What follows belongs to an exercise in optimizing a design on an open flow for small area, a short achievable clock period and few clock cycles per item; a production flow would make more cautious choices. RTL that was checked went through simulation tests only; none was proved equivalent to the original.

run 1:
Design bitcoin_hash, start of the top module:
module bitcoin_hash(input logic clk, reset_n, start,
	input logic [15:0] message_addr, output_addr,
	output logic done, mem_we,
	output logic [15:0] mem_addr,
	output logic [31:0] mem_write_data,
	input logic [31:0] mem_read_data);
export LEC_CHECK = 0
export CAP_MARGIN = 20
export CORE_MARGIN = 2
export CORE_UTILIZATION = 40
export SETUP_SLACK_MARGIN = 5
export SLEW_MARGIN = 20
create_clock -name core_clock -period 9.0 [get_ports {clk}]
run.sh (not shown) runs the stock make flow with config.mk's settings and CLKGATE_MAP_FILE= SYNTH_SCRIPT=/design/flow/synth_recipe.tcl, a recipe that flattens the netlist after the stock synthesis.
Run 1 was carried through to the last stage, and its layout satisfied the timing, design-rule and antenna checks.
Testbench counts of run 1, summed over its fixed seeds: cycles 51,792, jobs 24.
Inputs modified between run 1 and run 2:
--- a/flow/design.v
+++ b/flow/design.v
@@ -94,29 +94,28 @@
 	logic [31:0] w [16];
 	logic [31:0] mid [8];
 	logic [31:0] p;
 	logic [7:0] u;
 	logic [5:0] kj;
 	logic [4:0] n;
 	logic b1, run;
 	logic [31:0] s0, s1, ch, maj, a_new, e_new;
-	logic [31:0] x1s, x1c, x2s, x2c, x3s, x3c, x4s, x4c, x5s, x5c;
+	logic [31:0] x1s, x1c, x2s, x2c, x3s, x3c, x4s, x4c;
 	always_comb begin
 		s1 = ror(e, 6) ^ ror(e, 11) ^ ror(e, 25);
 		ch = (e & f) ^ (~e & g);
 		s0 = ror(a, 2) ^ ror(a, 13) ^ ror(a, 22);
 		maj = (a & b) ^ (a & c) ^ (b & c);
-		{x1s, x1c} = csa(p, ch, d);
-		{x2s, x2c} = csa(x1s, x1c, s1);
+		{x1s, x1c} = csa(p, s1, ch);
+		{x2s, x2c} = csa(x1s, x1c, d);
 		e_new = x2s + x2c;
-		{x3s, x3c} = csa(p, ch, maj);
-		{x4s, x4c} = csa(x3s, x3c, s1);
-		{x5s, x5c} = csa(x4s, x4c, s0);
-		a_new = x5s + x5c;
+		{x3s, x3c} = csa(x1s, x1c, s0);
+		{x4s, x4c} = csa(x3s, x3c, maj);
+		a_new = x4s + x4c;
 	end
 	logic run_n, b1_n;
 	logic [7:0] u_n;
 	always_comb begin
 		run_n = run;
 		b1_n = b1;
 		u_n = u + 8'd1;
 		if (!run) begin
Timing, DRC, antenna: 0 failures across run 1 and run 2
Compared with run 1, run 2 shows a die area that is about 2.4% lower.
Number of sequential storage elements: run 2 vs run 1 identical
Of run 2 and run 1, it is run 2 that has the lower number of iterations in the first detailed-routing pass.
Changes observed in run 2 relative to run 1: sequential share of layout area higher, maximum cell stage delay along the critical path lower, first-iteration DRC count lower.
[diff] post-route cell area, run 2 relative to run 1: improvement
Run 1 → run 2: average detailed-routed wire length per instance now larger, remaining antenna violation count comparable, worst-case setup margin in the final layout now smaller, wire length now larger.
In the reports for run 1 and run 2, the larger number of diodes belongs to run 1.
Run 1 -> run 2: final cell count without fillers decreased by a few percent
Largest family of logic cells by synthesized area: compound AO/OA/AOI/OAI gates -> run 2, adder cells -> run 1
Only the layout flow was run in run 2; the RTL was not checked for function there.

---

Another version of the RTL of bitcoin_hash (not shown whole).
Size in the first run: ~6600 cells after synthesis, roughly 120 I/O pins, ~0.058 mm^2 of cells after synthesis.
clock: 9.0 ns
lec_check: 0
abc_area: 1
cap_margin: 20
core_margin: 2
core_utilization: 40
cts_cluster_diameter: 60
cts_cluster_size: 25
setup_slack_margin: 5
slew_margin: 20
tns_end_percent: 10
Testbench counts at the start, summed over its fixed seeds: cycles 51,792, jobs 24.
Next try:
--- a/flow/design.v
+++ b/flow/design.v
@@ -130,55 +130,54 @@
 				b1_n = 0;
 				u_n = 8'd0;
 			end
 		end else begin
 			if (u == 8'd129) u_n = 8'd0;
 			if (u == 8'd0 && n == 5'd15) run_n = 0;
 		end
 	end
 	logic st_mid, st_iv, park, ff_on, fold, kj_clr;
-	logic w_mem, w_form, w_ff, w_g, w_nonce, w_pad, w_640, w_256;
+	logic w_mem, w_form, w_ff, w_nonce, w_pad, w_640, w_256;
 	always_ff @(posedge clk, negedge reset_n) begin
 		if (!reset_n) begin
 			st_mid <= 0; st_iv <= 0; park <= 0; ff_on <= 0; fold <= 0; kj_clr <= 0;
-			w_mem <= 0; w_form <= 0; w_ff <= 0; w_g <= 0; w_nonce <= 0; w_pad <= 0; w_640 <= 0; w_256 <= 0;
+			w_mem <= 0; w_form <= 0; w_ff <= 0; w_nonce <= 0; w_pad <= 0; w_640 <= 0; w_256 <= 0;
 		end else begin
 			st_mid <= run_n && !b1_n && u_n == 8'd0;
 			st_iv <= run_n && u_n == 8'd66;
 			park <= run_n && (b1_n ? u_n == 8'd131 : u_n == 8'd65);
 			ff_on <= run_n && (b1_n ? (u_n >= 8'd131 && u_n <= 8'd138) : (u_n >= 8'd65 && u_n <= 8'd72));
 			fold <= run_n && !b1_n && u_n == 8'd129;
 			kj_clr <= u_n == 8'd65 || (b1_n ? (u_n == 8'd130 || u_n == 8'd138) : u_n == 8'd129);
 			w_form <= run_n && ((u_n >= 8'd81 && u_n <= 8'd128) || (!b1_n && u_n >= 8'd15 && u_n <= 8'd62));
 			w_mem <= run_n && (b1_n ? ((u_n >= 8'd65 && u_n <= 8'd80) || u_n == 8'd138)
 			                        : (u_n == 8'd129 || u_n == 8'd0 || u_n == 8'd1));
 			w_ff <= run_n && !b1_n && u_n >= 8'd65 && u_n <= 8'd72;
-			w_g <= run_n && (b1_n ? u_n == 8'd130 : u_n == 8'd64);
 			w_nonce <= run_n && !b1_n && u_n == 8'd2;
 			w_pad <= run_n && !b1_n && (u_n == 8'd3 || u_n == 8'd73);
 			w_640 <= run_n && !b1_n && u_n == 8'd14;
 			w_256 <= run_n && !b1_n && u_n == 8'd80;
 		end
 	end
 	logic [31:0] ff_x, ff_y, ff;
 	always_comb begin
 		ff_x = b1 ? iv(kj[2:0]) : mid[0];
-		ff_y = park ? a : w[8];
+		ff_y = park ? a : w[0];
 		ff = ff_x + ff_y;
 	end
 	logic [31:0] wf, wnew, y1s, y1c, y2s, y2c;
 	always_comb begin
 		{y1s, y1c} = csa(ror(w[14], 17) ^ ror(w[14], 19) ^ (w[14] >> 10), w[9],
 		                 ror(w[1], 7) ^ ror(w[1], 18) ^ (w[1] >> 3));
 		{y2s, y2c} = csa(y1s, y1c, w[0]);
 		wf = y2s + y2c;
 		wnew = ({32{w_form}} & wf) | ({32{w_mem}} & mem_read_data) | ({32{w_ff}} & ff)
-		     | ({32{w_g}} & g) | ({32{w_nonce}} & {27'd0, n}) | (w_pad ? 32'h80000000 : 32'd0)
+		     | ({32{w_nonce}} & {27'd0, n}) | (w_pad ? 32'h80000000 : 32'd0)
 		     | (w_640 ? 32'd640 : 32'd0) | (w_256 ? 32'd256 : 32'd0);
 	end
 	logic [31:0] p_h, p_k;
 	always_comb begin
 		p_h = st_iv ? iv(3'd7) : (st_mid ? mid[7] : g);
 		p_k = fold ? 32'h307b5f59 : k(kj);	 
 	end
 	always_ff @(posedge clk) begin
 		if (st_mid) begin
@@ -190,20 +189,20 @@
 		end else begin
 			a <= a_new; b <= a; c <= b; d <= c;
 			e <= e_new; f <= e; g <= f; h <= g;
 		end
 		mem_write_data <= a_new;
 		p <= p_h + p_k + w[15];
 		for (int i = 0; i < 15; i++) w[i] <= w[i+1];
 		w[15] <= wnew;
 		if (park) begin
-			w[8] <= b; w[9] <= c; w[10] <= d;
-			w[11] <= e; w[12] <= f; w[13] <= g;
+			w[0] <= b; w[1] <= c; w[2] <= d; w[3] <= e;
+			w[4] <= f; w[5] <= g; w[6] <= h;
 		end
 		if (ff_on) begin
 			for (int i = 0; i < 7; i++) mid[i] <= mid[i+1];
 			mid[7] <= b1 ? ff : mid[0];
 		end
 		if (kj_clr) kj <= 6'd0;
 		else kj <= kj + 6'd1;
 	end
 	always_ff @(posedge clk, negedge reset_n) begin
Worst setup slack improved by 0.057 ns. Final cell count rose by about 1.7%. Core utilization rose by 0.58 points. Clock-buffer cell count rose by 6. Worst hold slack stays flat. Cell area rose by about 2.7%. Non-clock buffer count rose by 34. Clock skew fell by 0.020 ns.
Testbench counts after the change, summed over its fixed seeds: cycles 51,792, jobs 24.

---

Another version of the RTL of bitcoin_hash (not shown whole).
For scale: ~1100 flip-flops, about 120 I/O pins, about 61000 um2 of cells after synthesis.
==> flow/config.mk <==
export PLATFORM = sky130hd
export DESIGN_NAME = bitcoin_hash
export DESIGN_NICKNAME = bitcoin_hash
export VERILOG_FILES = /design/flow/design.v
export SDC_FILE = /design/flow/constraint.sdc
export NUM_CORES = 4
export LEC_CHECK = 0
export ABC_AREA = 1
export CAP_MARGIN = 20
export CORE_MARGIN = 2
export CORE_UTILIZATION = 40
export SETUP_SLACK_MARGIN = 5
export SLEW_MARGIN = 20
export TNS_END_PERCENT = 10
==> flow/constraint.sdc <==
create_clock -name core_clock -period 9.0 [get_ports {clk}]
set_input_delay 1.8000 -clock core_clock [delete_from_list [all_inputs] [get_ports {clk}]]
set_output_delay 1.8000 -clock core_clock [all_outputs]
set_load 0.01 [all_outputs]
Edit:
--- a/flow/design.v
+++ b/flow/design.v
@@ -87,13 +87,13 @@
 	function automatic logic [63:0] csa(input logic [31:0] x, y, z);
 		csa = {x ^ y ^ z, ((x & y) | (x & z) | (y & z)) << 1};
 	endfunction
 	function automatic logic [31:0] ror(input logic [31:0] x, input int r);
 		ror = (x >> r) | (x << (32 - r));
 	endfunction
-	logic [31:0] A, B, C, E, F, G, T, P, Q;
+	logic [31:0] A, B, C, E, F, G, T, P;
 	logic [31:0] w [16];
 	logic [31:0] mid [8];
 	logic [7:0] u;
 	logic [5:0] kj;
 	logic [4:0] n;
 	logic b1, run;
@@ -132,14 +132,14 @@
 		end else begin
 			st_mid <= run_n && !b1_n && u_n == 8'd0;
 			st_iv <= run_n && u_n == 8'd66;
 			ka_mid <= run_n && !b1_n && u_n == 8'd1;
 			ka_iv <= run_n && u_n == 8'd67;
 			kj_clr <= u_n == 8'd65 || (b1_n ? u_n == 8'd139 : u_n == 8'd130);
-			fold_mid <= run_n && !b1_n && u_n == 8'd63;
-			fold_iv <= run_n && u_n == 8'd129;
+			fold_mid <= run_n && !b1_n && u_n == 8'd64;
+			fold_iv <= run_n && u_n == 8'd130;
 			park <= run_n && (b1_n ? u_n == 8'd131 : u_n == 8'd65);
 			mid_rot <= run_n && !b1_n && u_n >= 8'd65 && u_n <= 8'd72;
 			mid_ld <= run_n && b1_n && u_n >= 8'd131 && u_n <= 8'd138;
 			mid_first <= run_n && b1_n && u_n == 8'd131;
 			w_form <= run_n && ((u_n >= 8'd81 && u_n <= 8'd128) || (!b1_n && u_n >= 8'd15 && u_n <= 8'd62));
 			w_mem <= run_n && (b1_n ? ((u_n >= 8'd65 && u_n <= 8'd80) || u_n == 8'd139)
@@ -151,23 +151,25 @@
 			w_pad <= run_n && !b1_n && (u_n == 8'd3 || u_n == 8'd73);
 			w_640 <= run_n && !b1_n && u_n == 8'd14;
 			w_256 <= run_n && !b1_n && u_n == 8'd80;
 		end
 	end
 	logic [31:0] s0, s1, ch, maj, fold, a_comp, e_comp, t_comp;
-	logic [31:0] e1s, e1c, t1s, t1c, as, ac;
+	logic [31:0] e1s, e1c, e2s, e2c, t1s, t1c, t2s, t2c, as, ac;
 	always_comb begin
 		s1 = ror(E, 6) ^ ror(E, 11) ^ ror(E, 25);
 		ch = (E & F) ^ (~E & G);
 		s0 = ror(A, 2) ^ ror(A, 13) ^ ror(A, 22);
 		maj = (A & B) ^ (A & C) ^ (B & C);
 		fold = fold_mid ? mid[0] : fold_iv ? iv(3'd0) : 32'd0;
-		{e1s, e1c} = csa(Q, ch, s1);
-		e_comp = e1s + e1c;
-		{t1s, t1c} = csa(P, ch, s1);
-		t_comp = t1s + t1c;
+		{e1s, e1c} = csa(P, ch, C);
+		{e2s, e2c} = csa(e1s, e1c, s1);
+		e_comp = e2s + e2c;
+		{t1s, t1c} = csa(P, ch, fold);
+		{t2s, t2c} = csa(t1s, t1c, s1);
+		t_comp = t2s + t2c;
 		{as, ac} = csa(T, maj, s0);
 		a_comp = as + ac;
 	end
 	logic [31:0] ff;
 	always_comb ff = (b1 ? iv(3'(u - 8'd131)) : mid[0]) + w[8];
 	logic [31:0] wf, wnew, y1s, y1c, y2s, y2c;
@@ -178,32 +180,27 @@
 		wf = y2s + y2c;
 		wnew = ({32{w_form}} & wf) | ({32{w_mem}} & mem_read_data) | ({32{w_ff}} & ff)
 		     | ({32{w_ac}} & a_comp) | ({32{w_g}} & G)
 		     | ({32{w_nonce}} & {27'd0, n}) | (w_pad ? 32'h80000000 : 32'd0)
 		     | (w_640 ? 32'd640 : 32'd0) | (w_256 ? 32'd256 : 32'd0);
 	end
-	logic [31:0] p_h, q_d, kk, p1s, p1c, ps, pc, q1s, q1c, qs, qc;
+	logic [31:0] p_h, ps, pc;
 	always_comb begin
 		p_h = st_mid ? mid[7] : st_iv ? iv(3'd7) : G;
-		q_d = st_mid ? mid[3] : st_iv ? iv(3'd3) : B;
-		kk = k(kj);
-		{p1s, p1c} = csa(p_h, kk, w[15]);
-		{ps, pc} = csa(p1s, p1c, fold);
-		{q1s, q1c} = csa(p1s, p1c, q_d);
+		{ps, pc} = csa(p_h, k(kj), w[15]);
 	end
 	assign mem_write_data = A;
 	always_ff @(posedge clk) begin
 		T <= t_comp;
 		P <= ps + pc;
-		Q <= q1s + q1c;
 		E <= st_mid ? mid[4] : st_iv ? iv(3'd4) : e_comp;
 		F <= st_mid ? mid[5] : st_iv ? iv(3'd5) : E;
 		G <= st_mid ? mid[6] : st_iv ? iv(3'd6) : F;
 		A <= ka_mid ? mid[0] : ka_iv ? iv(3'd0) : a_comp;
 		B <= st_mid ? mid[2] : st_iv ? iv(3'd2) : ka_mid ? mid[1] : ka_iv ? iv(3'd1) : A;
-		C <= B;
+		C <= st_mid ? mid[3] : st_iv ? iv(3'd3) : B;
 		for (int i = 0; i < 15; i++) w[i] <= w[i+1];
 		w[15] <= wnew;
 		if (park) begin
 			w[8] <= A; w[9] <= B; w[10] <= C;
 			w[11] <= E; w[12] <= F; w[13] <= G;
 		end
Outcome: Worst setup slack degrades by 0.048 ns; first-iteration DRC count is higher by 12%; cell count is lower by 5.6%; clock skew is lower by 0.016 ns; synthesized area is lower by 4.2%; wire length is higher by 0.45%; via count is lower by 3.5%; final area is lower by 3.8%.
No run of this note included a check of the RTL's function; only the layout flow was run.

==> afterwards: timing with drivers on the ports <==
How much do the figures lean on ideal ports? The routed layouts below were timed once more, with nothing changed but the port constraints.
Step 1, drivers: a clkbuf_16 drives clk and a buf_2 each remaining input, both assumed.
Step 2 moves the port delays by t, midway between the first and last clock arrival at a register: inputs arrive t later, outputs are due t later. That takes back most of the time a late clock gives input paths.
Slacks: no drivers / after step 1 / after step 2; pairs: no drivers / after step 1.
| run | shift t [ns] | setup WS [ns] | worst setup path at the end | slew at the worst register clock pin (ns) | worst slew at a driven data input, ns |
|---|---|---|---|---|---|
| run 1 | 0.821 | 4.367 / 4.367 / 4.367 | register to register | 0.07 / 0.07 | 0.06 |
| run 2 | 0.829 | 4.216 / 4.216 / 4.216 | register to register | 0.07 / 0.07 | 0.10 |
| the first run of note 2 | 0.824 | 4.880 / 4.880 / 4.513 | input to register | 0.09 / 0.09 | 0.15 |
| the second run of note 2 | 0.850 | 4.937 / 4.937 / 4.257 | input to register | 0.10 / 0.10 | 0.11 |
| the first run of note 3 | 0.839 | 4.908 / 4.908 / 4.710 | input to register | 0.07 / 0.07 | 0.13 |
| the second run of note 3 | 0.845 | 4.861 / 4.861 / 4.389 | input to register | 0.08 / 0.08 | 0.14 |
After both steps setup and hold are still met in every run listed. For the second run of note 2, which loses most, drivers alone change the setup slack by 0.000 ns; drivers and shift together by -0.680 ns.
